What follows belongs to an exercise in optimizing a design on an open flow for small area and a short achievable clock period; a production flow would make more cautious choices.

==> branch xenon <==
Design square_extractor, start of the top module:
module square_extractor #(
	parameter WIDTH = 32
)(
	input clk,     
	input rst_n,   
	input din_valid,
	input [2 * WIDTH - 1:0]radicand,
	output dout_valid,
	output [WIDTH - 1:0]dout,
	output [2 * WIDTH - 1:0]remainder
);
export LEC_CHECK = 0
export ABC_AREA = 1
export CAP_MARGIN = 20
export CORE_MARGIN = 2
export CORE_UTILIZATION = 40
export CTS_CLUSTER_DIAMETER = 250
export CTS_CLUSTER_SIZE = 25
export SETUP_SLACK_MARGIN = 3.05
export SLEW_MARGIN = 20
create_clock -name core_clock -period 5.5 [get_ports {clk}]
run.sh (not shown) runs the stock make flow with config.mk's settings and CLKGATE_MAP_FILE= SYNTH_SCRIPT=/design/flow/synth_recipe.tcl, a recipe that flattens the netlist after the stock synthesis.
==> branch onyx: changes against branch xenon <==
--- a/flow/config.mk
+++ b/flow/config.mk
@@ -11,5 +11,5 @@
 export CORE_UTILIZATION = 40
-export CTS_CLUSTER_DIAMETER = 250
-export CTS_CLUSTER_SIZE = 25
-export SETUP_SLACK_MARGIN = 3.05
+export CTS_CLUSTER_DIAMETER = 60
+export CTS_CLUSTER_SIZE = 30
+export SETUP_SLACK_MARGIN = 3
 export SLEW_MARGIN = 20
==> comparison table <==
| metric | branch xenon | branch onyx |
|---|---|---|
| Flop2flop setup slack | 3.06 ns | 3.03 ns |
| Signal inverters | 1,263 | 1,262 |
| Fraction of final layout cells with drive strength greater than 1 | 6.91% | 7.16% |
| Metal-1 WL | 108,000 um | 108,000 um |
| Vias after detailed routing | 66,100 | 66,600 |
| Status | finished clean | finished clean |
| Area used by multi-input combinational logic | 41,800 um2 | 41,200 um2 |
| Clock skew | 0.0525 ns | 0.0374 ns |
| Number of cells upsized or downsized after cts | 493 | 384 |
| Post-CTS clock slew at the launch and capture registers of the worst setup and hold paths | 0.10 ns | 0.09 ns |
| Clock buffer cells | 83 | 146 |
| Post-layout util | 44.8% | 46.0% |
No functional check of the RTL was part of any run of this note.

==> run Y <==
Another version of the RTL of square_extractor (not shown whole).
Design square_extractor, start of the top module:
module square_extractor #(
	parameter WIDTH = 32
)(
	input clk,     
	input rst_n,   
	input din_valid,
	input [2 * WIDTH - 1:0]radicand,
	output dout_valid,
	output [WIDTH - 1:0]dout,
	output [2 * WIDTH - 1:0]remainder
);
==> module square_cell, before the edit <==
module square_cell #(
	parameter J = 1
)(
	input  [J:0]   r,      
	input  [J-1:0] qn,     
	input  [1:0]   b,      
	output [J+1:0] nr,
	output [J:0]   nqn
);
	wire [J+1:0] s = {1'b0, r} + {1'b0, 1'b1, qn} + {{(J+1){1'b0}}, |b};
	wire ge = s[J+1];
	assign nqn = {qn, ~ge};
	assign nr[1:0]   = ge ? {~(b[1] ^ b[0]), ~b[0]} : b;
	assign nr[J+1:2] = ge ? s[J-1:0] : r[J-1:0];
endmodule
==> flow/config.mk <==
export PLATFORM = sky130hd
export DESIGN_NAME = square_extractor
export DESIGN_NICKNAME = square_extractor
export VERILOG_FILES = /design/flow/design.v
export SDC_FILE = /design/flow/constraint.sdc
export NUM_CORES = 8
export LEC_CHECK = 0
export ABC_AREA = 1
export CAP_MARGIN = 20
export CORE_MARGIN = 2
export CORE_UTILIZATION = 40
export SETUP_SLACK_MARGIN = 4.0
export SLEW_MARGIN = 20
==> flow/constraint.sdc <==
create_clock -name core_clock -period 5.5 [get_ports {clk}]
set_input_delay 1.1000 -clock core_clock [delete_from_list [all_inputs] [get_ports {clk}]]
set_output_delay 1.1000 -clock core_clock [all_outputs]
set_load 0.01 [all_outputs]
==> run Z (differences from run Y) <==
--- a/flow/design.v
+++ b/flow/design.v
@@ -8,9 +8,8 @@
 	output [J:0]   nqn
 );
-	wire [J+1:0] s = {1'b0, r} + {1'b0, 1'b1, qn} + {{(J+1){1'b0}}, |b};
-	wire ge = s[J+1];
+	wire [J+2:0] d = {r, b} + {1'b1, qn, 2'b11};
+	wire ge = ~d[J+2];
 	assign nqn = {qn, ~ge};
-	assign nr[1:0]   = ge ? {~(b[1] ^ b[0]), ~b[0]} : b;
-	assign nr[J+1:2] = ge ? s[J-1:0] : r[J-1:0];
+	assign nr = ge ? d[J+1:0] : {r[J-1:0], b};
 endmodule
 module square_extractor #(
CORE_UTILIZATION = 65   (was 40)
CTS_CLUSTER_DIAMETER = 60   (was not set)
CTS_CLUSTER_SIZE = 30   (was not set)
SETUP_SLACK_MARGIN = 3   (was 4.0)
==> run E (differences from run Y) <==
--- a/flow/design.v
+++ b/flow/design.v
@@ -8,9 +8,8 @@
 	output [J:0]   nqn
 );
-	wire [J+1:0] s = {1'b0, r} + {1'b0, 1'b1, qn} + {{(J+1){1'b0}}, |b};
-	wire ge = s[J+1];
+	wire [J+2:0] d = {r, b} + {1'b1, qn, 2'b11};
+	wire ge = ~d[J+2];
 	assign nqn = {qn, ~ge};
-	assign nr[1:0]   = ge ? {~(b[1] ^ b[0]), ~b[0]} : b;
-	assign nr[J+1:2] = ge ? s[J-1:0] : r[J-1:0];
+	assign nr = ge ? d[J+1:0] : {r[J-1:0], b};
 endmodule
 module square_extractor #(
SETUP_SLACK_MARGIN = 2.5   (was 4.0)
==> run M (differences from run Y) <==
--- a/flow/design.v
+++ b/flow/design.v
@@ -8,9 +8,8 @@
 	output [J:0]   nqn
 );
-	wire [J+1:0] s = {1'b0, r} + {1'b0, 1'b1, qn} + {{(J+1){1'b0}}, |b};
-	wire ge = s[J+1];
+	wire [J+2:0] d = {r, b} + {1'b1, qn, 2'b11};
+	wire ge = ~d[J+2];
 	assign nqn = {qn, ~ge};
-	assign nr[1:0]   = ge ? {~(b[1] ^ b[0]), ~b[0]} : b;
-	assign nr[J+1:2] = ge ? s[J-1:0] : r[J-1:0];
+	assign nr = ge ? d[J+1:0] : {r[J-1:0], b};
 endmodule
 module square_extractor #(
CORE_UTILIZATION = 55   (was 40)
CTS_CLUSTER_DIAMETER = 60   (was not set)
CTS_CLUSTER_SIZE = 30   (was not set)
SETUP_SLACK_MARGIN = 3   (was 4.0)
==> run notes <==
metric                                                                      run M           run Z           run Y            run E
Placer Congestion                                                           0.999            1.02           0.916            0.961
Startpoint-to-endpoint class of the critical path                         reg2reg         reg2reg         reg2reg          reg2out
Number of antenna violations at the first check in global routing               5              12               5                3
Drt initial violations                                                       6083            8356            3800             4581
Clock buffers and inverters, area share                                     5.59%           5.38%           7.26%            7.82%
Height of the die                                                          393 um          362 um          449 um           460 um
Post-synthesis sequential area ratio                                        51.1%           51.1%           53.5%            51.1%
Cell with the largest stage delay on the worst path                       o21ai_0            ha_1            fa_2  clkdlybuf4s50_1
Detailed placer's ending HPWL                                           182000 um       185000 um       149000 um        185000 um
Post-synth cell types                                                          49              49              51               49
Total Routed Length                                                     235000 um       254000 um       215000 um        232000 um
# fillers                                                                   13400            9437           17800            20400
Run status                                                         finished clean  finished clean  finished clean   finished clean
Total area of multi-input combinational cells                           36800 um2       37000 um2       40500 um2        35800 um2
Core footprint                                                         150000 um2      127000 um2      197000 um2       207000 um2
Die footprint                                                          154000 um2      131000 um2      202000 um2       211000 um2
Number of diodes added for antenna fixing                                       0               6               1                1
Final core utilization                                                      61.8%           72.4%           53.5%            45.6%
Capture point of the worst path                                         r_s28[23]        r_s10[9]       r_s21[21]          dout[5]
Critical path arrival                                                     3150 ps         3250 ps         3130 ps          1740 ps
Largest net degree at the start of global routing                              34              34              33               35
Routed met1 length                                                      109000 um       105000 um        94500 um        103000 um
Capture instance of the worst register-to-register path                 r_s28[23]        r_s10[9]       r_s21[21]        r_s26[24]
Post-detailed-placement cell area                                       86100 um2       85700 um2       84800 um2        87000 um2
No functional check of the RTL was part of any run of this note.

-- port drivers added, routing unchanged --
In the flow no input, the clock included, has a driving cell. The finished layouts below were timed again as built, in two steps.
Step 1: set_driving_cell puts a clkbuf_16 on clk and a buf_2 on each other input, an assumption about the parent block.
Step 2 moves the port delays by t, midway between the first and last clock arrival at a register: inputs arrive t later, outputs are due t later. That takes back most of the time a late clock gives input paths.
Slacks: ideal ports / drivers / drivers and shift; pairs: ideal ports / drivers.
run | shift t [ns] | setup slack, ns | worst hold slack (ns) | worst register clock-pin slew, ns
branch xenon | 0.817 | 3.062 / 3.034 / 2.395 | 0.309 / 0.277 / 0.309 | 0.11 / 0.11
branch onyx | 0.877 | 3.027 / 2.981 / 2.333 | 0.249 / 0.182 / 0.317 | 0.10 / 0.10
run Y | 0.913 | 3.069 / 2.987 / 3.069 | 0.286 / 0.286 / 0.286 | 0.07 / 0.07
run Z | 0.899 | 2.950 / 2.950 / 2.950 | 0.305 / 0.305 / 0.305 | 0.11 / 0.11
run E | 0.913 | 2.659 / 2.561 / 2.663 | 0.282 / 0.282 / 0.282 | 0.07 / 0.07
run M | 0.857 | 3.008 / 2.970 / 3.008 | 0.310 / 0.310 / 0.310 | 0.11 / 0.11
After both steps every run listed still meets setup and hold. The setup slack of branch onyx, which loses most, moves by -0.046 ns with the drivers and by -0.694 ns with both steps.
